Source: an optimization exercise on an open RTL-to-GDS flow (aim: a short achievable clock period and few clock cycles). Production flows keep margins and buffers that such runs may drop.
The RTL was checked by simulation tests, not by an equivalence proof against the original design.
Power and IR drop assume default switching activity.

<file path="flow/standard.sh">
#!/bin/bash
# synth_recipe.tcl (not shown) runs the flow's synth.tcl, then flattens the netlist and writes it again
# the make line also repeats each setting of config.mk as NAME=value (left out here)
make -C /OpenROAD-flow-scripts/flow DESIGN_CONFIG=/design/flow/config.mk WORK_HOME=/design/flow/orfs CLKGATE_MAP_FILE= SYNTH_SCRIPT=/design/flow/synth_recipe.tcl "${@:-finish}"
</file>
<file path="flow/config.mk">
export PLATFORM = sky130hd
export DESIGN_NAME = rv32i_mc
export DESIGN_NICKNAME = rv32i_mc
export VERILOG_FILES = /design/flow/design.v
export SDC_FILE = /design/flow/constraint.sdc
export NUM_CORES = 4
export LEC_CHECK = 0
export ABC_CLOCK_PERIOD_IN_PS = 2500
export CAP_MARGIN = 20
export CORE_MARGIN = 2
export CORE_UTILIZATION = 55
export SLEW_MARGIN = 20
export SETUP_SLACK_MARGIN = 7.5
</file>
<file path="flow/constraint.sdc">
create_clock -name core_clock -period 11.0 [get_ports {clk}]
set_input_delay 2.2000 -clock core_clock [delete_from_list [all_inputs] [get_ports {clk}]]
set_output_delay 2.2000 -clock core_clock [all_outputs]
set_load 0.01 [all_outputs]
</file>
<file path="flow/flow/run.sh">
#!/bin/bash
# The standard layout (standard.sh: the standard synthesis and ORFS
# steps), with a larger setup repair margin so that repair_timing keeps
# shortening paths below the 11 ns period. The SDC is the standard flow's, unchanged.
set -euo pipefail
sed -i '/^export SETUP_SLACK_MARGIN/d' config.mk
echo "export SETUP_SLACK_MARGIN = 7.5" >> config.mk
bash standard.sh > standard.log 2>&1
</file>
<file path="flow/design.v">
module rv32i_mc (
    input         clk,
    input         reset,        
    input  [31:0] mem_rdata,    
    output [31:0] mem_addr,     
    output [31:0] mem_wdata,    
    output        mem_we        
);
    localparam [6:0] OP_LUI = 7'b0110111, OP_AUIPC = 7'b0010111, OP_JAL = 7'b1101111,
                     OP_JALR = 7'b1100111, OP_BR = 7'b1100011, OP_LD = 7'b0000011,
                     OP_ST = 7'b0100011, OP_IMM = 7'b0010011, OP_OP = 7'b0110011;
    function [31:0] add32;
        input [31:0] a, b;
        input        cin;
        reg   [31:0] g, p, t;
        integer i, d;
        begin
            g = a & b;
            p = a ^ b;
            t = p;
            g[0] = g[0] | (p[0] & cin);
            for (d = 1; d < 32; d = d * 2)
                for (i = 31; i >= d; i = i - 1) begin
                    g[i] = g[i] | (p[i] & g[i-d]);
                    p[i] = p[i] & p[i-d];
                end
            add32 = t ^ {g[30:0], cin};
        end
    endfunction
    function [31:0] inc4;
        input [31:0] a;
        reg   [31:0] c;
        integer i, d;
        begin
            c = a;
            for (d = 1; d < 32; d = d * 2)
                for (i = 31; i >= d + 2; i = i - 1)
                    c[i] = c[i] & c[i-d];
            inc4 = {a[31:3] ^ c[30:2], ~a[2], a[1:0]};
        end
    endfunction
    function ltu32;
        input [31:0] a, b;
        reg   [31:0] l, e;
        integer i, d;
        begin
            l = ~a & b;
            e = ~(a ^ b);
            for (d = 1; d < 32; d = d * 2)
                for (i = 31; i >= d; i = i - 1) begin
                    l[i] = l[i] | (e[i] & l[i-d]);
                    e[i] = e[i] & e[i-d];
                end
            ltu32 = l[31];
        end
    endfunction
    function sum_eq;
        input [31:0] a, b, c;
        reg   [31:0] s, k;
        begin
            s = a ^ b ^ c;
            k = (a & b) | ((a | b) & ~c);
            sum_eq = (s[31:2] == k[30:1]) && (s[1] == (a[0] & b[0]));
        end
    endfunction
    reg [31:0] ma;           
    reg [31:0] wd;           
    reg        we;           
    reg [31:0] fpc;          
    reg        m_active;     
    reg        m_ld;         
    reg [4:0]  m_rd;
    reg        rst;          
    reg        stall;        
    reg        pf_q;         
    reg [9:0]  pfw;          
    reg [9:0]  pfa;          
    reg [31:0] sa;           
    assign mem_addr  = ma;
    assign mem_wdata = wd;
    assign mem_we    = we;
    reg [31:0] rf [1:31];
    reg        bt_v   [0:31];
    reg [4:0]  bt_tag [0:31];
    reg [9:0]  bt_tgt [0:31];
    wire [4:0]  f_idx   = fpc[6:2];
    reg  [4:0]  fidx_n;
    wire [4:0]  c_idx   = ~fidx_n;
    wire        f_low   = fpc[31:12] == 20'b0;
    reg  [31:0] bt_m;
    integer bk;
    always @(*)
        for (bk = 0; bk < 32; bk = bk + 1)
            bt_m[bk] = bt_v[bk] & (bt_tag[bk] == fpc[11:7]);
    wire        f_bhit  = f_low & bt_m[f_idx];
    wire [31:0] f_btgt  = {20'b0, bt_tgt[f_idx], 2'b00};
    wire [31:0] f_pc4   = inc4(fpc);
    wire [31:0] f_next  = f_bhit ? f_btgt : f_pc4;
    reg        ic_v   [0:31];
    reg [4:0]  ic_tag [0:31];
    reg [31:0] ic_d   [0:31];
    reg  [31:0] ic_m;
    integer ck;
    always @(*)
        for (ck = 0; ck < 32; ck = ck + 1)
            ic_m[ck] = ic_v[ck] & (ic_tag[ck] == fpc[11:7]);
    wire        c_hit   = f_low & ic_m[f_idx];
    wire        from_c  = m_active | pf_q;       
    wire        f_avail = ~from_c | c_hit;       
    wire [31:0] ic_mn   = {1'b0, ic_m[31:1]};
    wire        n_hit   = f_low & ic_mn[f_idx];
    wire [9:0]  pf_dist = pfw - fpc[11:2];
    wire        pf_near = f_low & (pf_dist != 10'd0) & (pf_dist <= 10'd16);
    wire        pf_behind = ~f_low | (pf_dist == 10'd0) | pf_dist[9];
    reg         pfn_q;
    wire [31:0] fi    = from_c ? ic_d[c_idx] : mem_rdata;
    wire [6:0]  f_op  = fi[6:0];
    wire [2:0]  f_f3  = fi[14:12];
    wire f_lui   = f_op == OP_LUI;
    wire f_auipc = f_op == OP_AUIPC;
    wire f_jal   = f_op == OP_JAL;
    wire f_jalr  = f_op == OP_JALR;
    wire f_br    = f_op == OP_BR;
    wire f_ld    = f_op == OP_LD;
    wire f_st    = f_op == OP_ST;
    wire f_opimm = f_op == OP_IMM;
    wire f_opr   = f_op == OP_OP;
    wire f_alu   = f_opimm | f_opr;
    wire f_rd0   = fi[11:7] == 5'd0;
    wire [31:0] f_imm_i = {{20{fi[31]}}, fi[31:20]};
    wire [31:0] f_imm_s = {{20{fi[31]}}, fi[31:25], fi[11:7]};
    wire [31:0] f_imm_b = {{20{fi[31]}}, fi[7], fi[30:25], fi[11:8], 1'b0};
    wire [31:0] f_imm_j = {{12{fi[31]}}, fi[19:12], fi[20], fi[30:21], 1'b0};
    wire [31:0] f_imm_u = {fi[31:12], 12'b0};
    localparam DW = 6*32 + 18 + 26;
    wire [DW-1:0] d_in = {
        fpc, f_btgt,
        f_imm_i, (f_st ? f_imm_s : f_imm_i),
        (f_jal ? f_imm_j : (f_auipc ? f_imm_u : f_imm_b)), f_imm_u,
        fi[11:7], fi[19:15], fi[24:20], f_f3,
        f_bhit, f_lui, f_auipc, f_jal, f_jalr, f_br, f_ld, f_st, f_opimm,
        f_jal | (f_br & fi[31]),                                   
        f_jal | f_jalr | f_br,                                     
        ~f_rd0 & (f_lui | f_auipc | f_jal | f_jalr | f_alu),       
        ~f_rd0 & f_ld,                                             
        f_opr & (f_f3 == 3'b000) & fi[30],                         
        fi[30],                                                    
        f_alu & (f_f3 == 3'b000), f_alu & (f_f3 == 3'b010), f_alu & (f_f3 == 3'b011),
        f_alu & (f_f3 == 3'b100), f_alu & (f_f3 == 3'b110), f_alu & (f_f3 == 3'b111),
        f_alu & (f_f3 == 3'b001), f_alu & (f_f3 == 3'b101),
        f_lui | f_auipc | f_jal | f_jalr,
        f_jalr | f_br | f_ld | f_st | f_alu,                       
        f_br | f_st | f_opr                                        
    };
    reg [DW-1:0] dq, dh;
    reg          d_valid;
    wire [31:0] d_pc, d_btgt, d_immi, d_imma, d_off, d_immu;
    wire [4:0]  d_rd, d_rs1, d_rs2;
    wire [2:0]  d_f3;
    wire        d_bp, d_lui, d_auipc, d_jal, d_jalr, d_br, d_ld, d_st, d_opimm;
    wire        d_spred, d_cti, d_wen, d_ldw, d_sub, d_sra;
    wire        d_sadd, d_sslt, d_ssltu, d_sxor, d_sor, d_sand, d_ssll, d_ssrl, d_slink;
    wire        d_use1, d_use2;
    assign {d_pc, d_btgt, d_immi, d_imma, d_off, d_immu,
            d_rd, d_rs1, d_rs2, d_f3,
            d_bp, d_lui, d_auipc, d_jal, d_jalr, d_br, d_ld, d_st, d_opimm,
            d_spred, d_cti, d_wen, d_ldw, d_sub, d_sra,
            d_sadd, d_sslt, d_ssltu, d_sxor, d_sor, d_sand, d_ssll, d_ssrl, d_slink,
            d_use1, d_use2} = dq;
    wire [31:0] d_target = add32(d_pc, d_off, 1'b0);
    wire [31:0] d_pc4    = inc4(d_pc);
    wire        d_stat   = d_spred & ~d_bp;
    wire        d_unbp   = d_bp & ~d_cti;
    wire        d_pred   = d_bp ? d_cti : d_spred;
    localparam XW = 8*32 + 18 + 23;
    reg [XW-1:0] xq, xh;
    reg          x_valid;
    wire [31:0] x_a, x_b, x_imm, x_link, x_pc, x_tgt, x_pc4, x_btgt;
    wire [4:0]  x_rd, x_rs1, x_rs2;
    wire [2:0]  x_f3;
    wire        x_b_rs2, x_wen, x_ldw, x_ld, x_st, x_br, x_jal, x_jalr, x_pred, x_bp, x_tgt_ok;
    wire        x_sub, x_sra, x_auipc;
    wire        s_add, s_slt, s_sltu, s_xor, s_or, s_and, s_sll, s_srl, s_link;
    assign {x_a, x_b, x_imm, x_link, x_pc, x_tgt, x_pc4, x_btgt,
            x_rd, x_rs1, x_rs2, x_f3,
            x_b_rs2, x_wen, x_ldw, x_ld, x_st, x_br, x_jal, x_jalr, x_pred, x_bp, x_tgt_ok,
            x_sub, x_sra,
            s_add, s_slt, s_sltu, s_xor, s_or, s_and, s_sll, s_srl, s_link, x_auipc} = xq;
    wire        d_jr     = d_jalr & ~d_bp & x_valid & x_auipc & x_wen & (x_rd == d_rs1);
    wire [31:0] d_jsum   = add32(x_link, d_immi, 1'b0);
    wire [31:0] d_jtgt   = {d_jsum[31:1], 1'b0};
    wire [31:0] d_rtgt   = d_jr ? d_jtgt : (d_unbp ? d_pc4 : d_target);
    reg        w_wen;
    reg [4:0]  w_rd;
    reg [31:0] w_res;
    reg        l_wen;
    reg [4:0]  l_rd;
    reg [31:0] l_res;
    wire adv    = ~stall;                
    wire x_exec = x_valid & adv;
    wire [31:0] x_sum  = add32(x_a, x_sub ? ~x_b : x_b, x_sub);
    wire        x_eq   = x_a == x_b;
    wire        x_ltu  = ltu32(x_a, x_b);
    wire        x_lt   = (x_a[31] ^ x_b[31]) ? x_a[31] : x_ltu;
    reg  [4:0]  x_shn;
    wire [4:0]  x_sh   = ~x_shn;
    wire [31:0] x_sll  = x_a << x_sh;
    wire [31:0] x_srl  = $signed({x_sra & x_a[31], x_a}) >>> x_sh;
    wire [31:0] x_res  = ({32{s_add}}  & x_sum)
                       | ({32{s_slt}}  & {31'b0, x_lt})
                       | ({32{s_sltu}} & {31'b0, x_ltu})
                       | ({32{s_xor}}  & (x_a ^ x_b))
                       | ({32{s_or}}   & (x_a | x_b))
                       | ({32{s_and}}  & (x_a & x_b))
                       | ({32{s_sll}}  & x_sll)
                       | ({32{s_srl}}  & x_srl)
                       | ({32{s_link}} & x_link);
    reg x_cond;
    always @(*) begin
        case (x_f3)
            3'b000:  x_cond = x_eq;
            3'b001:  x_cond = ~x_eq;
            3'b100:  x_cond = x_lt;
            3'b101:  x_cond = ~x_lt;
            3'b110:  x_cond = x_ltu;
            3'b111:  x_cond = ~x_ltu;
            default: x_cond = 1'b0;
        endcase
    end
    wire [31:0] x_addr    = add32(x_a, x_imm, 1'b0);
    wire [31:0] x_jtgt    = {x_addr[31:1], 1'b0};
    wire        x_jr_ok   = x_bp & sum_eq(x_a, x_imm, x_btgt);
    wire        x_taken   = x_jal | x_jalr | (x_br & x_cond);
    wire        x_mem     = x_exec & (x_ld | x_st);
    wire        x_wb      = x_exec & x_wen;
    wire        mis_t = x_exec & ((x_br & x_cond & (~x_pred | ~x_tgt_ok)) | (x_jal & ~x_tgt_ok));
    wire        mis_4 = x_exec & x_br & ~x_cond & x_pred;
    wire        mis_j = x_exec & x_jalr & ~x_jr_ok;
    wire        mis_br    = x_br & (x_cond ? (~x_pred | ~x_tgt_ok) : x_pred);
    wire        x_mispred = x_exec & (mis_br | (x_jal & ~x_tgt_ok) | (x_jalr & ~x_jr_ok));
    wire [31:0] x_red     = x_jalr ? x_jtgt : ((x_cond | x_jal) ? x_tgt : x_pc4);
    wire [31:0] x_ntgt    = x_jalr ? x_jtgt : x_tgt;
    wire        bt_set    = x_exec & x_taken;
    wire        bt_clr    = x_exec & x_br & ~x_cond & x_bp;
    wire d_redirect = d_valid & (d_stat | d_unbp | d_jr) & adv;
    wire [31:0] fetch_ok   = ~adv       ? fpc
                           : d_redirect ? d_rtgt
                           : f_avail    ? f_next
                           : fpc;
    reg         mis_q;
    reg  [31:0] red_q;
    wire [31:0] fetch_next = mis_q ? red_q : fetch_ok;
    wire        can_pf   = adv & ~d_redirect & f_avail & ~f_bhit & n_hit & pfn_q;
    wire        bus_own  = x_mem | can_pf;
    wire [31:0] bus_own_a = x_mem ? x_addr : {20'b0, pfw, 2'b00};
    wire [31:0] rf_a = (d_rs1 == 5'd0) ? 32'b0 : rf[d_rs1];
    wire [31:0] rf_b = (d_rs2 == 5'd0) ? 32'b0 : rf[d_rs2];
    wire [31:0] l_a  = (l_wen && l_rd == d_rs1) ? l_res : rf_a;
    wire [31:0] l_b  = (l_wen && l_rd == d_rs2) ? l_res : rf_b;
    wire [31:0] ww_a = (w_wen && w_rd == d_rs1) ? w_res : l_a;
    wire [31:0] ww_b = (w_wen && w_rd == d_rs2) ? w_res : l_b;
    wire [31:0] w_a  = (m_ld && m_rd == d_rs1) ? mem_rdata : ww_a;
    wire [31:0] w_b  = (m_ld && m_rd == d_rs2) ? mem_rdata : ww_b;
    wire        xb_a = x_wb && x_rd == d_rs1;
    wire        xb_b = x_wb && x_rd == d_rs2;
    wire        fix_a = m_ld && m_rd == x_rs1;
    wire        fix_b = m_ld && x_b_rs2 && m_rd == x_rs2;
    wire [31:0] h_a   = fix_a ? mem_rdata : xh[XW-1 -: 32];
    wire [31:0] h_b   = fix_b ? mem_rdata : xh[XW-33 -: 32];
    wire [31:0] n_a_o = stall ? h_a : w_a;
    wire [31:0] n_b_o = stall ? h_b : (d_opimm ? d_immi : w_b);
    wire [31:0] n_a   = xb_a ? x_res : n_a_o;
    wire [31:0] n_b   = (xb_b && !d_opimm) ? x_res : n_b_o;
    wire [XW-65:0] x_in_rest = {
        d_imma, (d_lui ? d_immu : (d_auipc ? d_target : d_pc4)),
        d_pc, d_target, d_pc4, (d_jr ? d_jtgt : d_btgt),
        d_rd, d_rs1, d_rs2, d_f3,
        ~d_opimm, d_wen, d_ldw, d_ld, d_st, d_br, d_jal, d_jalr, d_pred, d_bp | d_jr,
        (~d_bp | sum_eq(d_pc, d_off, d_btgt)),
        d_sub, d_sra,
        d_sadd, d_sslt, d_ssltu, d_sxor, d_sor, d_sand, d_ssll, d_ssrl, d_slink, d_auipc
    };
    always @(posedge clk) begin
        if (l_wen) rf[l_rd] <= l_res;
        if (w_wen) rf[w_rd] <= w_res;
    end
    reg        ic_inv;
    reg [4:0]  ic_inv_idx;
    integer ci;
    always @(posedge clk) begin
        ic_inv_idx <= sa[6:2];
        if (rst) begin
            ic_inv <= 1'b0;
            for (ci = 0; ci < 32; ci = ci + 1) ic_v[ci] <= 1'b0;
        end else begin
            ic_inv <= we && sa[31:12] == 20'b0 && ic_tag[sa[6:2]] == sa[11:7];
            if (ic_inv) ic_v[ic_inv_idx] <= 1'b0;
            if (pf_q) begin
                ic_v[pfa[4:0]]   <= 1'b1;
                ic_tag[pfa[4:0]] <= pfa[9:5];
                ic_d[pfa[4:0]]   <= mem_rdata;
            end else if (!m_active) begin
                ic_v[c_idx]   <= f_low;
                ic_tag[c_idx] <= fpc[11:7];
                ic_d[c_idx]   <= mem_rdata;
            end
        end
    end
    reg        bu_set, bu_clr;
    reg [31:0] bu_pc, bu_ntgt;
    wire [4:0] bu_idx = bu_pc[6:2];
    wire       bu_ok  = (bu_pc[31:12] == 20'b0) & (bu_ntgt[31:12] == 20'b0) & (bu_ntgt[1:0] == 2'b00);
    integer bi;
    always @(posedge clk) begin
        bu_pc   <= x_pc;
        bu_ntgt <= x_ntgt;
        if (rst) begin
            bu_set <= 1'b0;
            bu_clr <= 1'b0;
            for (bi = 0; bi < 32; bi = bi + 1) bt_v[bi] <= 1'b0;
        end else begin
            bu_set <= bt_set;
            bu_clr <= bt_clr;
            if (bu_set & bu_ok) begin
                bt_v[bu_idx]   <= 1'b1;
                bt_tag[bu_idx] <= bu_pc[11:7];
                bt_tgt[bu_idx] <= bu_ntgt[11:2];
            end else if (bu_clr) begin
                bt_v[bu_idx]   <= 1'b0;
            end
        end
    end
    always @(posedge clk) rst <= reset;
    always @(posedge clk) begin
        ma <= rst ? 32'b0 : (bus_own ? bus_own_a : fetch_next);
        red_q <= x_red;
        if (x_mem) sa <= x_addr;
        pfa <= pfw;
        we <= ~rst & x_mem & x_st;
        wd <= x_b;
        if (adv) dh <= ~d_in;
        dq <= adv ? d_in : ~dh;
        if (adv) xh <= {n_a, n_b, ~x_in_rest};
        xq <= {n_a, n_b, (adv ? x_in_rest : ~xh[XW-65:0])};
        x_shn <= ~n_b[4:0];
        w_rd  <= x_rd;
        w_res <= x_res;
        l_rd  <= m_rd;
        l_res <= mem_rdata;
        m_rd <= x_rd;
        if (rst) begin
            fpc      <= 32'b0;
            fidx_n   <= 5'b11111;
            m_active <= 1'b0;
            m_ld     <= 1'b0;
            stall    <= 1'b0;
            pf_q     <= 1'b0;
            pfw      <= 10'd0;
            pfn_q    <= 1'b0;
            d_valid  <= 1'b0;
            x_valid  <= 1'b0;
            mis_q    <= 1'b0;
            w_wen    <= 1'b0;
            l_wen    <= 1'b0;
        end else begin
            mis_q    <= x_mispred;
            fpc      <= fetch_next;
            fidx_n   <= ~fetch_next[6:2];
            m_active <= x_mem;
            m_ld     <= x_mem & x_ldw;
            stall    <= x_mem & x_ldw & d_valid & ~x_mispred
                        & ((d_use1 & (d_rs1 == x_rd)) | (d_use2 & (d_rs2 == x_rd)));
            w_wen    <= x_wb;
            l_wen    <= m_ld;
            pf_q     <= ~x_mem & can_pf;
            pfn_q    <= pf_near;
            if (pf_behind)
                pfw <= fpc[11:2] + 10'd1;
            else if (~x_mem & can_pf)
                pfw <= pfw + 10'd1;
            if (adv) begin
                d_valid <= f_avail & ~x_mispred & ~mis_q & ~d_redirect;
                x_valid <= d_valid & ~x_mispred;
            end
        end
    end
endmodule
</file>
==> summary.txt, run 1 <==
The run finished with no timing, DRC or antenna violations. The first routing iteration left 19177 violations. Walking the worst path, the cells encountered are buf_16, clkinvlp_4, ha_1, o21ai_1, nor3b_4, nand3_1, nor3_2, o32ai_2, o311ai_2, buf_6, nand2_2, o21ai_4, ha_4, inv_2, nor3_4, xnor2_1, a211oi_2.

The number of enable flip-flop cells after synthesis is 3149. The number of cells produced by synthesis was 12807; the area growth from synthesis to layout was 20.8%. Setup repair after global routing could not meet its margin everywhere. The final-report hold violation count is 0, and the clock transition at the registers of the reported paths is 0.06 ns.

The floorplan step defined a die boundary enclosing 342000 um2. The worst register-to-register path ends at pfw[4]. The classification of the worst-slack hold path is flip-flop to flip-flop.

Across the run, the number of max-cap violations was 0. The clock sink total was 3867; the cell area after technology mapping was 185000 um2. Number of antenna violations at the first check in global routing: 34. The worst setup path is captured at a flip-flop.

Measured along the y axis, the die boundary spans 585 um. Global routing finished with a remaining overflow of 0. On the final layout, the worst hold slack is 0.323 ns.

The arrival time at the worst endpoint was 4.93 ns; the total negative setup slack was 0 ns. The initial core utilization is 0.552. Once detail routing completed, the nets flagged for antenna violations numbered 0.

The total wire length after detailed routing was 707000 um; the TritonCTS buffer count was 408. The length in cells of the worst reg-to-reg path is 17. The setup slack of the critical path after layout is 6.90 ns, and the part of the cycle the worst path needs is 0.373.

Counting I/O delays and the setup requirement, the final critical path takes 4.10 ns. The startpoint identified for the worst hold timing path is xq[145]. In this run the worst setup path begins at fpc[7]. The largest net degree at the start of global routing came out at 133. Worst flop-to-flop path startpoint: fpc[7].

The path with the worst hold slack has its endpoint at bu_pc[8]. In this run, synthesis produced a sequential element count of 3867. In this run the register-to-register setup slack is 6.90 ns. Number of design rule violations left after detail routing: 0.

The initialized floorplan defines 213 standard-cell rows. In the final routed layout, each cell accounts on average for 38.2 um. Between clock sinks in the finished design, the worst skew comes to 0.0747 ns. Dividing the synthesized area by the synthesized cell count gives 14.5 um2. In the synthesized netlist the dominant register cell turns out to be edfxtp_1.

The run gives 0.131 as the relative slew slack. The tree is rooted in a clkbuf_16. TritonCTS built the clock tree. The longest clock path from root to sink contains 4 buffers.

The register area share after synthesis is 0.588, and the worst setup slack after placement is 5.35 ns. The later-pin clock latency in the skew report was 1.00 ns; the fraction of final layout cells sized beyond drive strength 1 was 0.378. The width of the die works out to 585 um. Dividing total power by cell area gives a power density of 200 nW/um2. 99 I/O pins were placed.

Summed over all nets, the switching power comes to 0.0140 W. For the pin with the worst max-slew slack, the measured transition is 1.29 ns. Detailed placement ended at an HPWL of 406000 um. Net switching share of the total power: 0.314.

CTS built an H-tree with a depth of 5. The part of the total power dissipated in the clock network was 0.309; the cts-stage hold buffer count was 0. Combined global-route utilization of all metal layers: 0.401. STA classifies the critical path startpoint as a flip-flop.

For the share of total power in sequential cells, the log shows 0.402. After synthesis, the netlist uses 99 different library cells. By startpoint and endpoint, the worst setup path is classified as flip-flop to flip-flop.

The core region is 336000 um2. The number of slew-limit violations in the final report was 0; the synthesized net count was 13175. The fraction of synthesis flops using an asynchronous set or reset pin works out to 0. After the last flow step, the layout net total stands at 13977. Along the worst hold path, the cell count comes to 0.

Average vias per placed instance: 6.90. The required arrival time at the worst endpoint is 11.83 ns. The number of iterations in the first detailed-routing pass was 6.

The maximum fanout encountered on the critical timing path was 12; the internal power summed over all cells was 0.0307 W. The final route contains 127600 vias. The logs give 1 for the count of yosys warnings during synthesis and 0.986 for the weighted congestion at the end of routability-driven global placement. The global-route wire length before repair came out at 958000 um. The largest stage delay on the critical path works out to 0.50 ns.

The run gives 122297 as the number of global-route vias before repair. Timing would allow up to 244 MHz. Across the VDD grid, the largest voltage drop is 160 uV.

The run gives 0 as the final-report setup violation count. The slowest cell on the critical path was dfxtp_4. Summed over all cells, the static leakage comes to 80.1 nW. The port buffer count was 98; the combinational group share of total power was 0.289.
critical path: cells and delay by family (launching register included):
kind / cells / cell delay [ns]
DFF: 1 / 0.50
adders and majority gates: 2 / 0.65
xor gates and xnor gates: 1 / 0.16
buffers and inverters: 4 / 0.71
AOI/OAI and AO/OA: 5 / 0.89
and+or+nand+nor: 5 / 0.99
timing repair:
item	CTS	global route
gates resized for setup	1542	787
endpoints found under the setup margin	2321	1027
setup buffers	444	289
gates cloned	81	39
pin swaps	273	355
metrics by stage:
stage | power, W | area [um2] | instances | utilization
after detailed placement | 0.0275 | 192000 | 16859 | 0.572
after floorplan | 0.0240 | 186000 | 12807 | -
after CTS | 0.0435 | 217000 | 18139 | 0.646
after global routing | 0.0459 | 224000 | 18471 | 0.666
final | 0.0447 | 224000 | 18482 | 0.667
after global placement | 0.0274 | 192000 | 16856 | 0.572
layer usage:
metal	track usage	vias to the layer above	wire length (um)
li1	-	51006	-
met5	0	-	119
met1	0.543	65737	260000
met3	0.0990	1889	85800
met4	0.194	18	42700
met2	0.610	8950	318000
final cells by class:
type	count	area, um2
Fill cell	23446	112000
Sequential cell	3867	109000
Multi-Input combinational cell	7495	77700
Timing Repair Buffer	1368	16200
Clock buffer	586	11500
Tap cell	4515	5650
Inverter	466	1940
Clock inverter	169	1670
Antenna cell	13	32.5
Timing Repair inverter	3	23.8
Yosys cell counts, drive strengths merged (51+ instances only):
| cell type | number | area [um2] |
|---|---|---|
| nand2b | 52 | 325 |
| nand2 | 746 | 2810 |
| nor2 | 621 | 2340 |
| nand3 | 132 | 661 |
| o21ai | 488 | 2450 |
| xnor2 | 317 | 2780 |
| dfxtp | 718 | 14400 |
| clkbuf | 690 | 2590 |
| a21o | 89 | 668 |
| xor2 | 288 | 2520 |
| a211oi | 125 | 938 |
| mux2 | 1036 | 11700 |
| a21oi | 618 | 3090 |
| nor4 | 99 | 651 |
| buf | 295 | 1440 |
| a221oi | 59 | 517 |
| a31oi | 51 | 325 |
| mux4 | 993 | 22400 |
| nand4 | 87 | 559 |
| edfxtp | 3149 | 94600 |
| inv | 459 | 1720 |
| and3 | 57 | 362 |
| mux2i | 492 | 4920 |
| ha | 289 | 3620 |
| nor3 | 97 | 505 |
state kept, by name, indices dropped and copies added (netlist names), 10 cells and up, named ones only:
| name | flops |
|---|---|
| l_res | 32 |
| bt_tag | 160 |
| ic_d | 1024 |
| xq | 272 |
| dq | 127 |
| dh | 127 |
| pfw | 10 |
| fpc | 32 |
| bu_pc | 30 |
| xh | 272 |
| rf | 992 |
| bu_ntgt | 32 |
| ic_tag | 160 |
| sa | 30 |
| w_res | 32 |
| pfa | 10 |
| ma | 32 |
| ic_v | 32 |
| bt_tgt | 320 |
| bt_v | 32 |
| wd | 32 |
| red_q | 32 |
power by group through the flow:
stage	clock (W)	combinational, W	sequential (W)
floorplan	0	0.00623	0.0178
global placement	0	0.00899	0.0184
detailed placement	0	0.00909	0.0184
CTS	0.0139	0.0116	0.0179
global route	0.0145	0.0134	0.0180
finish	0.0138	0.0129	0.0180
how the worst max path moves through the flow:
stage / to / slack, ns / cells after the start
finish: pfw[4] / 6.90 / 17
global route: pfw[4] / 6.78 / 21
CTS: ma[15] / 7.19 / 14
floorplan: pfw[4] / 7.13 / 23
detailed placement: ma[6] / 5.35 / 9
global placement: xh[292] / 4.76 / 11
cell usage in the layout (no fill, tap or decap), types with 54 or more instances in the layout:
| cell | count |
|---|---|
| buf_2 | 54 |
| clkbuf_1 | 128 |
| mux2_2 | 1030 |
| buf_4 | 763 |
| nor4_1 | 56 |
| nand4_1 | 86 |
| dfxtp_2 | 109 |
| clkinv_1 | 58 |
| clkbuf_16 | 457 |
| a21oi_2 | 120 |
| o21ai_0 | 323 |
| buf_12 | 149 |
| a211oi_1 | 70 |
| nor3_1 | 55 |
| a21oi_1 | 449 |
| mux4_2 | 993 |
| a21o_1 | 84 |
| buf_16 | 97 |
| nor2_1 | 557 |
| nand2_1 | 650 |
| nand2_2 | 81 |
| mux2i_1 | 465 |
| inv_1 | 385 |
| nand3_1 | 122 |
| dfxtp_4 | 67 |
| clkinv_2 | 61 |
| dfxtp_1 | 542 |
| o21ai_1 | 73 |
| buf_6 | 209 |
| xnor2_1 | 293 |
| o21ai_2 | 60 |
| edfxtp_1 | 3149 |
| ha_1 | 230 |
| xor2_1 | 253 |
cells by family after synthesis:
logic type,after synthesis,share of synthesized area
XOR/XNOR,605,0.0286
buffers and inverters,1451,0.0312
adder cells (fa/ha/maj),334,0.0244
multiplexers,2521,0.210
AND/OR/NAND/NOR,2078,0.0515
flip-flops,3867,0.588
AO/OA/AOI/OAI,1951,0.0665
Testbench counts, summed over its fixed seeds: cycles 41,246.
==> run 2, diff against run 1 <==
--- a/flow/design.v
+++ b/flow/design.v
@@ -307,4 +307,15 @@
         end
     end
+    reg        pd_v;
+    reg [31:0] pd_w;
+    reg [9:0]  pd_a;
+    wire        pd_jal = pd_w[6:0] == OP_JAL;
+    wire        pd_bb  = (pd_w[6:0] == OP_BR) & pd_w[31];
+    wire [31:0] pd_off = pd_jal ? {{12{pd_w[31]}}, pd_w[19:12], pd_w[20], pd_w[30:21], 1'b0}
+                                : {{20{pd_w[31]}}, pd_w[7], pd_w[30:25], pd_w[11:8], 1'b0};
+    wire [31:0] pd_tgt = add32({20'b0, pd_a, 2'b00}, pd_off, 1'b0);
+    wire [4:0]  pd_idx = pd_a[4:0];
+    wire        pd_ins = pd_v & (pd_jal | pd_bb) & (pd_tgt[31:12] == 20'b0)
+                       & (~bt_v[pd_idx] | (bt_tag[pd_idx] == pd_a[9:5]));
     reg        bu_set, bu_clr;
     reg [31:0] bu_pc, bu_ntgt;
@@ -315,9 +326,13 @@
         bu_pc   <= x_pc;
         bu_ntgt <= x_ntgt;
+        pd_w    <= mem_rdata;
+        pd_a    <= pfa;
         if (rst) begin
+            pd_v   <= 1'b0;
             bu_set <= 1'b0;
             bu_clr <= 1'b0;
             for (bi = 0; bi < 32; bi = bi + 1) bt_v[bi] <= 1'b0;
         end else begin
+            pd_v   <= pf_q;
             bu_set <= bt_set;
             bu_clr <= bt_clr;
@@ -328,4 +343,8 @@
             end else if (bu_clr) begin
                 bt_v[bu_idx]   <= 1'b0;
+            end else if (pd_ins) begin
+                bt_v[pd_idx]   <= 1'b1;
+                bt_tag[pd_idx] <= pd_a[9:5];
+                bt_tgt[pd_idx] <= pd_tgt[11:2];
             end
         end
@@ -342,6 +361,6 @@
         dq <= adv ? d_in : ~dh;
         if (adv) xh <= {n_a, n_b, ~x_in_rest};
-        xq <= {n_a, n_b, (adv ? x_in_rest : ~xh[XW-65:0])};
-        x_shn <= ~n_b[4:0];
+        xq <= adv ? {n_a, n_b, x_in_rest} : {h_a, h_b, ~xh[XW-65:0]};
+        x_shn <= adv ? ~n_b[4:0] : ~h_b[4:0];
         w_rd  <= x_rd;
         w_res <= x_res;
--- a/flow/config.mk
+++ b/flow/config.mk
@@ -9,5 +9,5 @@
 export CAP_MARGIN = 20
 export CORE_MARGIN = 2
-export CORE_UTILIZATION = 55
+export CORE_UTILIZATION = 40
 export SLEW_MARGIN = 20
 export SETUP_SLACK_MARGIN = 7.5
==> run 2 against run 1 <==
  * The layout now fails its checks (capacitance limit, slew limit)
  * Synthesized cell count rose by 2.6%
  * Count of clock-buffer cells in the layout fell by 60
  * Critical path type unchanged
  * Die area rose by 40%
  * Sequential share of layout area fell by 1.8 points
  * Non-clock buffer count rose by 107
  * Wire length rose by 1.7%
  * Worst hold slack got worse by 0.021 ns
  * Critical path depth fell by 2
==> summary.txt, run 2 <==
The post-synthesis xor/xnor area fraction came out at 0.0285 (was 0.0286). The cell chosen for the clock root is clkbuf_16 (unchanged). The run gives 14421 (was 13977) as the final layout net count. The tools report the start point of the critical path as pd_a[0] (was fpc[7]). The setup slack of the most critical reg-to-reg path was 6.21 ns (was 6.90 ns).

Number of enable flip-flop cells after synthesis: 3149 (unchanged). The upper clock frequency limit is 209 MHz (was 244 MHz). The fraction of the mapped netlist area in simple logic gates was 0.0539 (was 0.0515). For the clock sink total, the log shows 3878 (was 3867).

The synthesized-area fraction occupied by ao, oa, aoi and oai cells came out at 0.0651 (was 0.0665). The number of slew-limit violations in the final report is 5 (was 0). The area share of the leading cell type in the synthesized netlist was 0.501 (was 0.510); the deepest level of the CTS H-tree was 5 (unchanged). The number of vias in the routed layout is 129493 (was 127600), and the total negative setup slack is 0 ns (unchanged).

Commonest cells after routing, fill and taps aside: 3149 x edfxtp_1, 1050 x mux4_2, 1018 x mux2_2 (was 3149 x edfxtp_1, 1030 x mux2_2, 993 x mux4_2). The tools report the total wire length after detailed routing as 719000 um (was 707000 um). The tools report the count of yosys warnings during synthesis as 1 (unchanged). The count of placed standard cells including taps is 18865 (was 16859). Final-report setup violation count: 0 (unchanged). For the count of standard-cell rows, the log shows 252 (was 213). The cell family contributing the most delay on the critical path is multiplexers (was simple AND/OR/NAND/NOR gates).

The worst-case hold slack came out at 0.303 ns (was 0.323 ns). The most frequently used cell type in the post-synthesis netlist is edfxtp_1 (unchanged). The number of design rule violations left after detail routing is 0 (unchanged). The TritonCTS buffer count came out at 403 (was 408). The detailed router's first-iteration violation count was 18419 (was 19177).

The run gives 20634 (was 18482) as the number of cells in the finished layout apart from fillers. The most common cell after layout, fill and taps aside was edfxtp_1 (unchanged). The y dimension of the die is 691 um (was 585 um). The tools report the startpoint of the lowest-slack hold path as xq[150] (was xq[145]). Total I/O pin count: 99 (unchanged). The worst flop-to-flop path startpoint was pd_a[0] (was fpc[7]).

Net load switching power: 0.0147 W (was 0.0140 W). The tools report the startpoint type of the worst setup path as a flip-flop (unchanged). The post-route core utilization is 0.495 (was 0.667). For the count of maximum capacitance violations, the log shows 1 (was 0). For the required arrival time at the worst endpoint, the log shows 11.69 ns (was 11.83 ns).

Count of fill cells added during filler insertion: 39132 (was 23446). The endpoint class of the critical path is a flip-flop (unchanged). The average vias per placed instance came out at 6.28 (was 6.90). The slew at the pin closest to its max-slew limit works out to 1.76 ns (was 1.29 ns).

For the setup skew after layout, the log shows 0.111 ns (was 0.0747 ns). The part of the cycle the worst path needs came out at 0.435 (was 0.373). The logs give 150 uV (was 160 uV) for the worst vdd rail ir drop and 9 (was 6) for the number of iterations in the first detailed-routing pass. The arrival time at the worst endpoint is 5.48 ns (was 4.93 ns). For the weighted congestion at the end of routability-driven global placement, the log shows 0.973 (was 0.986). The logs give 42 (was 34) for the number of antenna violations at the first check in global routing and 4 (unchanged) for the largest buffer count on any clock path.

For the part of the total power dissipated in the clock network, the log shows 0.301 (was 0.309). Number of flip-flops in the largest register: 1024 (unchanged). Among the stages of the critical path, the cell type that occurs most often is buf_12.

The largest net degree at the start of global routing was 168 (was 133); the net switching share of the total power was 0.325 (was 0.314). The logs give 0 (unchanged) for the cts-stage hold buffer count and 478000 um2 (was 342000 um2) for the area of the die. Area growth from synthesis to layout: 23.4% (was 20.8%). Cells taking the most area after synthesis: edfxtp_1 50%, mux4_2 13%, dfxtp_1 7.7% (was edfxtp_1 51%, mux4_2 12%, dfxtp_1 7.8%). The later-pin clock latency in the skew report is 1.04 ns (was 1.00 ns). Internal power summed over all cells: 0.0307 W (about the same). Classification of the worst-slack hold path: flip-flop to flip-flop (unchanged).

The run gives 413000 um (was 406000 um) as the HPWL after detailed placement. The run gives 0 (unchanged) as the final-report hold violation count. The tools report the number of cells produced by synthesis as 13142 (was 12807).

Register bit total from synthesis: 3878 (was 3867). The worst hold path cell count works out to 0 (unchanged). The synthesized area per cell was 14.4 um2 (was 14.5 um2).

The tools report the endpoint of the worst hold-timing path as bu_pc[13] (was bu_pc[8]). The clock transition at the registers of the reported paths is 0.06 ns (about the same), and the static leakage is 82.5 nW (was 80.1 nW). The largest family of logic cells by synthesized area was multiplexers (unchanged). The fraction of synthesis flops using an asynchronous set or reset pin is 0 (unchanged), and the power density normalized to cell area is 195 nW/um2 (was 200 nW/um2). Cell chain of the critical path: buf_12, mux4_2, mux4_2, o22ai_1, xor2_1, a41oi_2, nor2_1, nand4_1, a2111oi_4, buf_6, buf_12, a32oi_4, clkbuf_16, nor2_4, buf_12 (was buf_16, clkinvlp_4, ha_1, o21ai_1, nor3b_4, nand3_1, nor3_2, o32ai_2, o311ai_2, buf_6, nand2_2, o21ai_4, ha_4, inv_2, nor3_4, xnor2_1, a211oi_2). TritonCTS built the clock tree. The average wire per cell in the routed design works out to 34.8 um (was 38.2 um). Initial core utilization: 0.401 (was 0.552). The flow ran to the end, but the layout failed its checks.

The global-route wire length before repair is 975000 um (was 958000 um), and the width of the die is 691 um (was 585 um). The worst path buffer plus inverter count was 5 (was 4); the number of global-route vias before repair was 123377 (was 122297). The register area share after synthesis is 0.578 (was 0.588), and the multiplexer share of the synthesized area is 0.219 (was 0.210). The end of the worst register-to-register path was bt_tgt[8][3] (was pfw[4]).

The post-synthesis cell type with the largest combined area is edfxtp_1 (unchanged). For the relative slew slack, the log shows -0.183 (was 0.131). The logs give 0 (unchanged) for the global-route congestion overflow total and 95 (was 99) for the number of unique standard cell types used by synthesis.

The number of nets with antenna violations after routing came out at 0 (unchanged). Most used flip-flop cell after synthesis: edfxtp_1 (unchanged). The port buffer count was 98 (unchanged); the length in cells of the worst reg-to-reg path was 15 (was 17). The maximum fanout encountered on the critical timing path was 33 (was 12); the synthesized net count was 13521 (was 13175). For the core box area, the log shows 471000 um2 (was 336000 um2). The run gives 0.394 (was 0.402) as the share of total power in sequential cells. The class of the most critical setup path is flip-flop to flip-flop (unchanged).

The adder-cell area share of the yosys netlist works out to 0.0247 (was 0.0244). The layout checks failed on capacitance limit, slew limit. Leading cell types by count after synthesis: 3149 x edfxtp_1, 1050 x mux4_2, 1034 x mux2_2 (was 3149 x edfxtp_1, 1035 x mux2_2, 993 x mux4_2). The cell area after technology mapping is 189000 um2 (was 185000 um2), and the final critical delay including setup and external delays is 4.79 ns (was 4.10 ns).

Largest registers: ic_d (1024), rf (992), bt_tgt (320) (unchanged). The combined global-route utilization of all metal layers was 0.286 (was 0.401); the largest stage delay on the critical path was 0.61 ns (was 0.50 ns). Combinational group share of total power: 0.305 (was 0.289).

Register with the most flip-flops: ic_d (unchanged). The fraction of final layout cells sized beyond drive strength 1 came out at 0.385 (was 0.378). Setup repair after global routing could not meet its margin everywhere. The slowest cell on the critical path was mux4_2 (was dfxtp_4).
run 2: per-layer routing:
| metal | wire length (um) | up-vias | GRT usage |
|---|---|---|---|
| li1 | - | 52674 | - |
| met1 | 269000 | 66660 | 0.373 |
| met2 | 322000 | 8166 | 0.442 |
| met3 | 78400 | 1981 | 0.0677 |
| met4 | 49500 | 12 | 0.157 |
| met5 | 78 | - | 0 |
run 2: repair_timing:
action | 4_1_cts | 5_1_grt
buffers inserted | 551 | 277
pin swaps | 360 | 388
gates cloned | 130 | 32
setup endpoints to repair | 2763 | 1831
resized for setup | 1868 | 892
run 2: stage by stage:
step	setup slack, ns	power (W)	cell area, um2
floorplan	6.48	0.0241	189000
global placement	2.94	0.0277	198000
detailed placement	4.08	0.0278	198000
CTS	6.25	0.0441	226000
global route	6.11	0.0465	233000
finish	6.21	0.0454	233000
run 2: final cells by class:
class | count | area (um2) | area share
diodes | 28 | 70.1 | 0.000301
clock buffers | 526 | 11000 | 0.0474
clock inverters | 220 | 1930 | 0.00828
inverters | 440 | 1780 | 0.00763
multi-input cells | 7842 | 82800 | 0.355
flip-flops and latches | 3878 | 110000 | 0.470
well taps | 6223 | 7790 | 0.0334
repair buffers | 1475 | 18100 | 0.0778
repair inverters | 2 | 13.8 | 0.0000591
run 2: how the worst max path moves through the flow:
| stage | end | slack, ns | cells past startpoint |
|---|---|---|---|
| detailed placement | bt_tgt[29][4] | 4.08 | 19 |
| finish | bt_tgt[8][3] | 6.21 | 15 |
| floorplan | bt_tag[29][0] | 6.48 | 21 |
| CTS | bt_tgt[9][0] | 6.25 | 23 |
| global placement | bt_tgt[12][6] | 2.94 | 16 |
| global route | bt_tgt[17][4] | 6.11 | 25 |
run 2: kinds of logic after synthesis:
group	Yosys count
DFF	3878
muxes	2696
and+or+nand+nor	2199
AOI/OAI and AO/OA	1949
buffers and inverters	1461
xor gates and xnor gates	614
adders and majority gates	345
run 2: power by group through the flow:
stage                     registers (W)  clock network (W)  logic (W)
after floorplan                  0.0177                  0    0.00640
after global placement           0.0182                  0    0.00951
after detailed placement         0.0182                  0    0.00958
after CTS                        0.0178             0.0138     0.0125
after global routing             0.0179             0.0143     0.0143
final                            0.0179             0.0137     0.0138
Testbench counts of run 2, summed over its fixed seeds: cycles 41,125.
==> run 3, diff against run 2 <==
--- a/flow/design.v
+++ b/flow/design.v
@@ -115,42 +115,50 @@
     reg         pfn_q;
     wire [31:0] fi    = from_c ? ic_d[c_idx] : mem_rdata;
-    wire [6:0]  f_op  = fi[6:0];
-    wire [2:0]  f_f3  = fi[14:12];
-    wire f_lui   = f_op == OP_LUI;
-    wire f_auipc = f_op == OP_AUIPC;
-    wire f_jal   = f_op == OP_JAL;
-    wire f_jalr  = f_op == OP_JALR;
-    wire f_br    = f_op == OP_BR;
-    wire f_ld    = f_op == OP_LD;
-    wire f_st    = f_op == OP_ST;
-    wire f_opimm = f_op == OP_IMM;
-    wire f_opr   = f_op == OP_OP;
-    wire f_alu   = f_opimm | f_opr;
-    wire f_rd0   = fi[11:7] == 5'd0;
-    wire [31:0] f_imm_i = {{20{fi[31]}}, fi[31:20]};
-    wire [31:0] f_imm_s = {{20{fi[31]}}, fi[31:25], fi[11:7]};
-    wire [31:0] f_imm_b = {{20{fi[31]}}, fi[7], fi[30:25], fi[11:8], 1'b0};
-    wire [31:0] f_imm_j = {{12{fi[31]}}, fi[19:12], fi[20], fi[30:21], 1'b0};
-    wire [31:0] f_imm_u = {fi[31:12], 12'b0};
     localparam DW = 6*32 + 18 + 26;
-    wire [DW-1:0] d_in = {
-        fpc, f_btgt,
-        f_imm_i, (f_st ? f_imm_s : f_imm_i),
-        (f_jal ? f_imm_j : (f_auipc ? f_imm_u : f_imm_b)), f_imm_u,
-        fi[11:7], fi[19:15], fi[24:20], f_f3,
-        f_bhit, f_lui, f_auipc, f_jal, f_jalr, f_br, f_ld, f_st, f_opimm,
-        f_jal | (f_br & fi[31]),                                   
-        f_jal | f_jalr | f_br,                                     
-        ~f_rd0 & (f_lui | f_auipc | f_jal | f_jalr | f_alu),       
-        ~f_rd0 & f_ld,                                             
-        f_opr & (f_f3 == 3'b000) & fi[30],                         
-        fi[30],                                                    
-        f_alu & (f_f3 == 3'b000), f_alu & (f_f3 == 3'b010), f_alu & (f_f3 == 3'b011),
-        f_alu & (f_f3 == 3'b100), f_alu & (f_f3 == 3'b110), f_alu & (f_f3 == 3'b111),
-        f_alu & (f_f3 == 3'b001), f_alu & (f_f3 == 3'b101),
-        f_lui | f_auipc | f_jal | f_jalr,
-        f_jalr | f_br | f_ld | f_st | f_alu,                       
-        f_br | f_st | f_opr                                        
-    };
+    function [DW-65:0] predec;
+        input [31:0] w;
+        input        bhit;
+        reg   [2:0]  f3;
+        reg          lui, auipc, jal, jalr, br, ld, st, opimm, opr, alu, rd0;
+        reg   [31:0] ii, is, ib, ij, iu;
+        begin
+            f3    = w[14:12];
+            lui   = w[6:0] == OP_LUI;
+            auipc = w[6:0] == OP_AUIPC;
+            jal   = w[6:0] == OP_JAL;
+            jalr  = w[6:0] == OP_JALR;
+            br    = w[6:0] == OP_BR;
+            ld    = w[6:0] == OP_LD;
+            st    = w[6:0] == OP_ST;
+            opimm = w[6:0] == OP_IMM;
+            opr   = w[6:0] == OP_OP;
+            alu   = opimm | opr;
+            rd0   = w[11:7] == 5'd0;
+            ii = {{20{w[31]}}, w[31:20]};
+            is = {{20{w[31]}}, w[31:25], w[11:7]};
+            ib = {{20{w[31]}}, w[7], w[30:25], w[11:8], 1'b0};
+            ij = {{12{w[31]}}, w[19:12], w[20], w[30:21], 1'b0};
+            iu = {w[31:12], 12'b0};
+            predec = {
+                ii, (st ? is : ii),
+                (jal ? ij : (auipc ? iu : ib)), iu,
+                w[11:7], w[19:15], w[24:20], f3,
+                bhit, lui, auipc, jal, jalr, br, ld, st, opimm,
+                jal | (br & w[31]),                        
+                jal | jalr | br,                           
+                ~rd0 & (lui | auipc | jal | jalr | alu),   
+                ~rd0 & ld,                                 
+                opr & (f3 == 3'b000) & w[30],              
+                w[30],                                     
+                alu & (f3 == 3'b000), alu & (f3 == 3'b010), alu & (f3 == 3'b011),
+                alu & (f3 == 3'b100), alu & (f3 == 3'b110), alu & (f3 == 3'b111),
+                alu & (f3 == 3'b001), alu & (f3 == 3'b101),
+                lui | auipc | jal | jalr,
+                jalr | br | ld | st | alu,                  
+                br | st | opr                              
+            };
+        end
+    endfunction
+    wire [DW-1:0] d_in = {fpc, f_btgt, predec(fi, f_bhit)};
     reg [DW-1:0] dq, dh;
     reg          d_valid;
@@ -240,4 +248,9 @@
     wire        x_mispred = x_exec & (mis_br | (x_jal & ~x_tgt_ok) | (x_jalr & ~x_jr_ok));
     wire [31:0] x_red     = x_jalr ? x_jtgt : ((x_cond | x_jal) ? x_tgt : x_pc4);
+    wire [31:0] x_alt     = x_pred ? x_pc4 : x_tgt;
+    wire [4:0]  alt_idx   = x_alt[6:2];
+    wire        alt_hit   = (x_alt[31:12] == 20'b0) & ic_v[alt_idx] & (ic_tag[alt_idx] == x_alt[11:7]);
+    wire        inject    = x_exec & x_br & (x_cond ^ x_pred) & alt_hit;
+    wire [DW-1:0] d_alt   = {x_alt, 32'b0, predec(ic_d[alt_idx], 1'b0)};
     wire [31:0] x_ntgt    = x_jalr ? x_jtgt : x_tgt;
     wire        bt_set    = x_exec & x_taken;
@@ -250,5 +263,5 @@
     reg         mis_q;
     reg  [31:0] red_q;
-    wire [31:0] fetch_next = mis_q ? red_q : fetch_ok;
+    wire [31:0] fetch_next = (mis_q & ~d_redirect) ? red_q : fetch_ok;
     wire        can_pf   = adv & ~d_redirect & f_avail & ~f_bhit & n_hit & pfn_q;
     wire        bus_own  = x_mem | can_pf;
@@ -307,15 +320,4 @@
         end
     end
-    reg        pd_v;
-    reg [31:0] pd_w;
-    reg [9:0]  pd_a;
-    wire        pd_jal = pd_w[6:0] == OP_JAL;
-    wire        pd_bb  = (pd_w[6:0] == OP_BR) & pd_w[31];
-    wire [31:0] pd_off = pd_jal ? {{12{pd_w[31]}}, pd_w[19:12], pd_w[20], pd_w[30:21], 1'b0}
-                                : {{20{pd_w[31]}}, pd_w[7], pd_w[30:25], pd_w[11:8], 1'b0};
-    wire [31:0] pd_tgt = add32({20'b0, pd_a, 2'b00}, pd_off, 1'b0);
-    wire [4:0]  pd_idx = pd_a[4:0];
-    wire        pd_ins = pd_v & (pd_jal | pd_bb) & (pd_tgt[31:12] == 20'b0)
-                       & (~bt_v[pd_idx] | (bt_tag[pd_idx] == pd_a[9:5]));
     reg        bu_set, bu_clr;
     reg [31:0] bu_pc, bu_ntgt;
@@ -326,13 +328,9 @@
         bu_pc   <= x_pc;
         bu_ntgt <= x_ntgt;
-        pd_w    <= mem_rdata;
-        pd_a    <= pfa;
         if (rst) begin
-            pd_v   <= 1'b0;
             bu_set <= 1'b0;
             bu_clr <= 1'b0;
             for (bi = 0; bi < 32; bi = bi + 1) bt_v[bi] <= 1'b0;
         end else begin
-            pd_v   <= pf_q;
             bu_set <= bt_set;
             bu_clr <= bt_clr;
@@ -343,8 +341,4 @@
             end else if (bu_clr) begin
                 bt_v[bu_idx]   <= 1'b0;
-            end else if (pd_ins) begin
-                bt_v[pd_idx]   <= 1'b1;
-                bt_tag[pd_idx] <= pd_a[9:5];
-                bt_tgt[pd_idx] <= pd_tgt[11:2];
             end
         end
@@ -353,11 +347,11 @@
     always @(posedge clk) begin
         ma <= rst ? 32'b0 : (bus_own ? bus_own_a : fetch_next);
-        red_q <= x_red;
+        red_q <= inject ? inc4(x_alt) : x_red;
         if (x_mem) sa <= x_addr;
         pfa <= pfw;
         we <= ~rst & x_mem & x_st;
         wd <= x_b;
-        if (adv) dh <= ~d_in;
-        dq <= adv ? d_in : ~dh;
+        if (adv) dh <= ~(inject ? d_alt : d_in);
+        dq <= adv ? (inject ? d_alt : d_in) : ~dh;
         if (adv) xh <= {n_a, n_b, ~x_in_rest};
         xq <= adv ? {n_a, n_b, x_in_rest} : {h_a, h_b, ~xh[XW-65:0]};
@@ -399,5 +393,5 @@
                 pfw <= pfw + 10'd1;
             if (adv) begin
-                d_valid <= f_avail & ~x_mispred & ~mis_q & ~d_redirect;
+                d_valid <= inject | (f_avail & ~x_mispred & ~mis_q & ~d_redirect);
                 x_valid <= d_valid & ~x_mispred;
             end
==> run 3 against run 2 <==
  * The run now finishes clean
  * Register-to-register slack improved by 0.65 ns
  * Area after synthesis rose by 5.5%
  * Sequential share of layout area fell by 2.4 points
  * Synthesized cell count rose by 18%
  * Via count rose by 14%
  * Largest power group is now combinational cells
==> summary.txt, run 3 <==
The register bit total from synthesis is 3867 (was 3878). The average wire per cell in the routed design is 34.3 um (was 34.8 um). The run gives 1 (unchanged) as the count of yosys warnings during synthesis. The worst hold path cell count came out at 0 (unchanged). The worst vdd rail ir drop was 182 uV (was 150 uV). The fraction of synthesis flops using an asynchronous set or reset pin was 0 (unchanged); the number of flip-flops in the largest register was 1024 (unchanged). The total negative setup slack was 0 ns (unchanged). The worst flop-to-flop path startpoint is xq[14] (was pd_a[0]). Cells taking the most area after synthesis: edfxtp_1 47%, mux4_2 11%, dfxtp_1 7.2% (was edfxtp_1 50%, mux4_2 13%, dfxtp_1 7.7%). The number of slew-limit violations in the final report was 0 (was 5); the register area share after synthesis was 0.547 (was 0.578). The worst path buffer plus inverter count works out to 7 (was 5). Leading cell types by count after synthesis: 3149 x edfxtp_1, 1684 x nand2_1, 1046 x mux2_2 (was 3149 x edfxtp_1, 1050 x mux4_2, 1034 x mux2_2).

The number of antenna violations at the first check in global routing is 38 (was 42), and the number of cells produced by synthesis is 15444 (was 13142). Largest registers: ic_d (1024), rf (992), bt_tgt (320) (unchanged). The core box area is 497000 um2 (was 471000 um2), and the standard cell area after detailed placement is 208000 um2 (was 198000 um2). The length in cells of the worst reg-to-reg path came out at 17 (was 15). The cell family contributing the most delay on the critical path was compound AO/OA/AOI/OAI gates (was multiplexers). The endpoint class of the critical path is a flip-flop (unchanged). The most frequently used cell type in the post-synthesis netlist was edfxtp_1 (unchanged).

The maximum fanout encountered on the critical timing path is 7 (was 33). Relative slew slack: 0.159 (was -0.183). The logs give 199000 um2 (was 189000 um2) for the cell area after technology mapping and 0 (unchanged) for the number of design rule violations left after detail routing.

The weighted congestion at the end of routability-driven global placement was 0.974 (was 0.973); the part of the cycle the worst path needs was 0.376 (was 0.435). The number of vias in the routed layout is 147674 (was 129493). The tools report the end of the worst register-to-register path as dh[14] (was bt_tgt[8][3]).

The net switching share of the total power is 0.368 (was 0.325). The logs give 0.275 (was 0.301) for the part of the total power dissipated in the clock network and 15813 (was 13521) for the synthesized net count. The y dimension of the die was 710 um (was 691 um); the deepest level of the CTS H-tree was 5 (unchanged). The number of enable flip-flop cells after synthesis is 3149 (unchanged).

The worst-case hold slack came out at 0.323 ns (was 0.303 ns). The number of cells in the finished layout apart from fillers is 23166 (was 20634), and the final-report setup violation count is 0 (unchanged). The average vias per placed instance is 6.37 (was 6.28), and the detailed router's first-iteration violation count is 22506 (was 18419). For the setup slack of the most critical reg-to-reg path, the log shows 6.86 ns (was 6.21 ns). Commonest cells after routing, fill and taps aside: 3149 x edfxtp_1, 1547 x nand2_1, 1039 x mux2_2 (was 3149 x edfxtp_1, 1050 x mux4_2, 1018 x mux2_2).

Number of unique standard cell types used by synthesis: 95 (unchanged). Cell chain of the critical path: buf_8, buf_4, nor2b_4, a22o_4, buf_6, a221oi_1, a31oi_2, a31oi_2, o221ai_1, o22ai_2, or4b_4, buf_6, clkinvlp_4, buf_12, buf_12, o211ai_1, a21boi_4 (was buf_12, mux4_2, mux4_2, o22ai_1, xor2_1, a41oi_2, nor2_1, nand4_1, a2111oi_4, buf_6, buf_12, a32oi_4, clkbuf_16, nor2_4, buf_12). The post-synthesis cell type with the largest combined area is edfxtp_1 (unchanged). The logs give 0.302 (was 0.286) for the combined global-route utilization of all metal layers and 0.0799 ns (was 0.111 ns) for the setup skew after layout. The final critical delay including setup and external delays is 4.14 ns (was 4.79 ns), and the clock sink total is 3867 (was 3878). The clock transition at the registers of the reported paths is 0.06 ns (about the same), and the count of placed standard cells including taps is 21403 (was 18865). Area growth from synthesis to layout: 23.2% (was 23.4%). The classification of the worst-slack hold path was flip-flop to flip-flop (unchanged). The final instance area was 245000 um2 (was 233000 um2); the combinational group share of total power was 0.380 (was 0.305). The share of total power in sequential cells is 0.345 (was 0.394), and the area of the die is 504000 um2 (was 478000 um2). The tools report the initial core utilization as 0.401 (about the same).

The run gives 242 MHz (was 209 MHz) as the upper clock frequency limit. The tools report the start point of the critical path as xq[14] (was pd_a[0]). The slew at the pin closest to its max-slew limit was 1.25 ns (was 1.76 ns). The cell chosen for the clock root is clkbuf_16 (unchanged). The logs give 259 (was 252) for the count of standard-cell rows and 87.8 nW (was 82.5 nW) for the static leakage. The logs give 450000 um (was 413000 um) for the HPWL after detailed placement and 9 (unchanged) for the number of iterations in the first detailed-routing pass. The class of the most critical setup path is flip-flop to flip-flop (unchanged).

The final layout net count came out at 16501 (was 14421). Register with the most flip-flops: ic_d (unchanged). The run gives 85 (was 168) as the largest net degree at the start of global routing. TritonCTS buffer count: 420 (was 403). The arrival time at the worst endpoint is 4.90 ns (was 5.48 ns). Total I/O pin count: 99 (unchanged). The count of fill cells added during filler insertion is 41963 (was 39132). The tools report the setup slack of the critical path after layout as 6.86 ns (was 6.21 ns). The tools report the largest buffer count on any clock path as 4 (unchanged).

The tools report the number of global-route vias before repair as 138748 (was 123377). The width of the die was 710 um (was 691 um); the global-route congestion overflow total was 0 (unchanged). TritonCTS built the clock tree. The worst setup slack after placement is 4.81 ns (was 4.08 ns). The largest stage delay on the critical path works out to 0.60 ns (was 0.61 ns). The port buffer count was 98 (unchanged). The run gives 0 (was 1) as the count of maximum capacitance violations.

The tools report the final-report hold violation count as 0 (unchanged). The required arrival time at the worst endpoint came out at 11.76 ns (was 11.69 ns). For the internal power summed over all cells, the log shows 0.0333 W (was 0.0307 W). The area share of the leading cell type in the synthesized netlist came out at 0.475 (was 0.501).

The flow ran to the end and the layout has no timing, DRC or antenna violations. Setup repair after global routing could not meet its margin everywhere. Fraction of final layout cells sized beyond drive strength 1: 0.353 (was 0.385).

The global-route wire length before repair was 1090000 um (was 975000 um). Most common cell after layout, fill and taps aside: edfxtp_1 (unchanged). The startpoint type of the worst setup path was a flip-flop (unchanged). Slowest cell on the critical path: or4b_4 (was mux4_2).

The most used flip-flop cell after synthesis is edfxtp_1 (unchanged). The endpoint of the worst hold-timing path is bu_pc[27] (was bu_pc[13]). The total wire length after detailed routing was 795000 um (was 719000 um). The power density normalized to cell area was 215 nW/um2 (was 195 nW/um2); the synthesized area per cell was 12.9 um2 (was 14.4 um2).

The run gives 1.07 ns (was 1.04 ns) as the later-pin clock latency in the skew report. The tools report the startpoint of the lowest-slack hold path as xq[164] (was xq[150]). The tools report the net load switching power as 0.0194 W (was 0.0147 W). The number of nets with antenna violations after routing came out at 0 (unchanged).
run 3: how the worst max path moves through the flow:
| stage | cells after the start | to |
|---|---|---|
| 6_report | 17 | dh[14] |
| 3_3_place_gp | 14 | dh[12] |
| 5_1_grt | 17 | dh[14] |
| 4_1_cts | 17 | dh[14] |
| 3_5_place_dp | 14 | dh[12] |
| 2_1_floorplan | 4 | rf[16][0] |
run 3: per-layer routing:
metal,track usage,wire (um)
met1,0.395,295000
met2,0.459,351000
met3,0.0743,93100
met4,0.173,55600
met5,0,109
run 3: cell families after synthesis:
group,Yosys count,synth area share
flops,3867,0.547
xor+xnor,628,0.0276
fa+ha+maj,335,0.0227
buf+inv,1682,0.0344
compound gates,2463,0.0782
mux,2700,0.205
simple gates,3769,0.0853
run 3: cell type report:
type	count	area [um2]	share of cell area
diodes	19	47.5	0.000194
clock buffers	552	11400	0.0465
clock inverters	230	2350	0.00957
inverters	417	1800	0.00734
multi-input cells	9904	93000	0.379
flip-flops and latches	3867	110000	0.446
well taps	6655	8330	0.0339
repair buffers	1514	18800	0.0768
repair inverters	8	111	0.000454
run 3: through the flow:
stage               total power, W  utilization
finish                      0.0527        0.494
global route                0.0539        0.494
CTS                         0.0510        0.480
detailed placement          0.0327        0.419
global placement            0.0326        0.419
floorplan                   0.0272            -
run 3: timing repair:
action | in CTS | in global routing
pin swaps | 350 | 410
cloned | 138 | 23
setup buffers | 521 | 280
hold buffers | 0 | 0
setup endpoints to repair | 1830 | 1461
resized for setup | 2208 | 896
run 3: power by group through the flow:
stage                     clock, W  combinational (W)  sequential, W
final                       0.0145             0.0200         0.0182
after global routing        0.0151             0.0206         0.0182
after CTS                   0.0145             0.0184         0.0181
after detailed placement         0             0.0142         0.0185
after global placement           0             0.0141         0.0185
after floorplan                  0            0.00937         0.0178
run 3: worst reg2reg max path, cell delays in order (launching register included):
cell        delay, ns
dfxtp_4          0.46
buf_8            0.17
buf_4            0.13
nor2b_4          0.04
a22o_4           0.27
buf_6            0.16
a221oi_1         0.44
a31oi_2          0.10
a31oi_2          0.32
o221ai_1         0.23
o22ai_2          0.19
or4b_4           0.60
buf_6            0.18
clkinvlp_4       0.10
buf_12           0.12
buf_12           0.12
o211ai_1         0.09
a21boi_4         0.16
Testbench counts of run 3, summed over its fixed seeds: cycles 40,973.

## afterwards: timing with drivers on the ports
The results above use ideal ports. As a check the final layouts listed here were re-extracted and re-timed, cells and wires unchanged. Step 1: set_driving_cell puts a clkbuf_16 on clk and a buf_2 on each other input, an assumption about the parent block. Step 2 moves the port delays by t, midway between the first and last clock arrival at a register: inputs arrive t later, outputs are due t later. That takes back most of the time a late clock gives input paths. a / b / c = ideal / step 1 / step 2; a / b = the first two.
run	shift t [ns]	setup WS [ns]	clock arrival spread, ns	worst slew at a driven data input, ns
run 1	1.070	6.899 / 6.899 / 6.473	0.083 / 0.083	0.10
run 2	1.109	6.213 / 6.213 / 6.182	0.116 / 0.117	0.18
run 3	1.169	6.862 / 6.862 / 6.083	0.080 / 0.079	0.17
For run 3, which loses most, drivers alone change the setup slack by 0.000 ns; drivers and shift together by -0.779 ns.
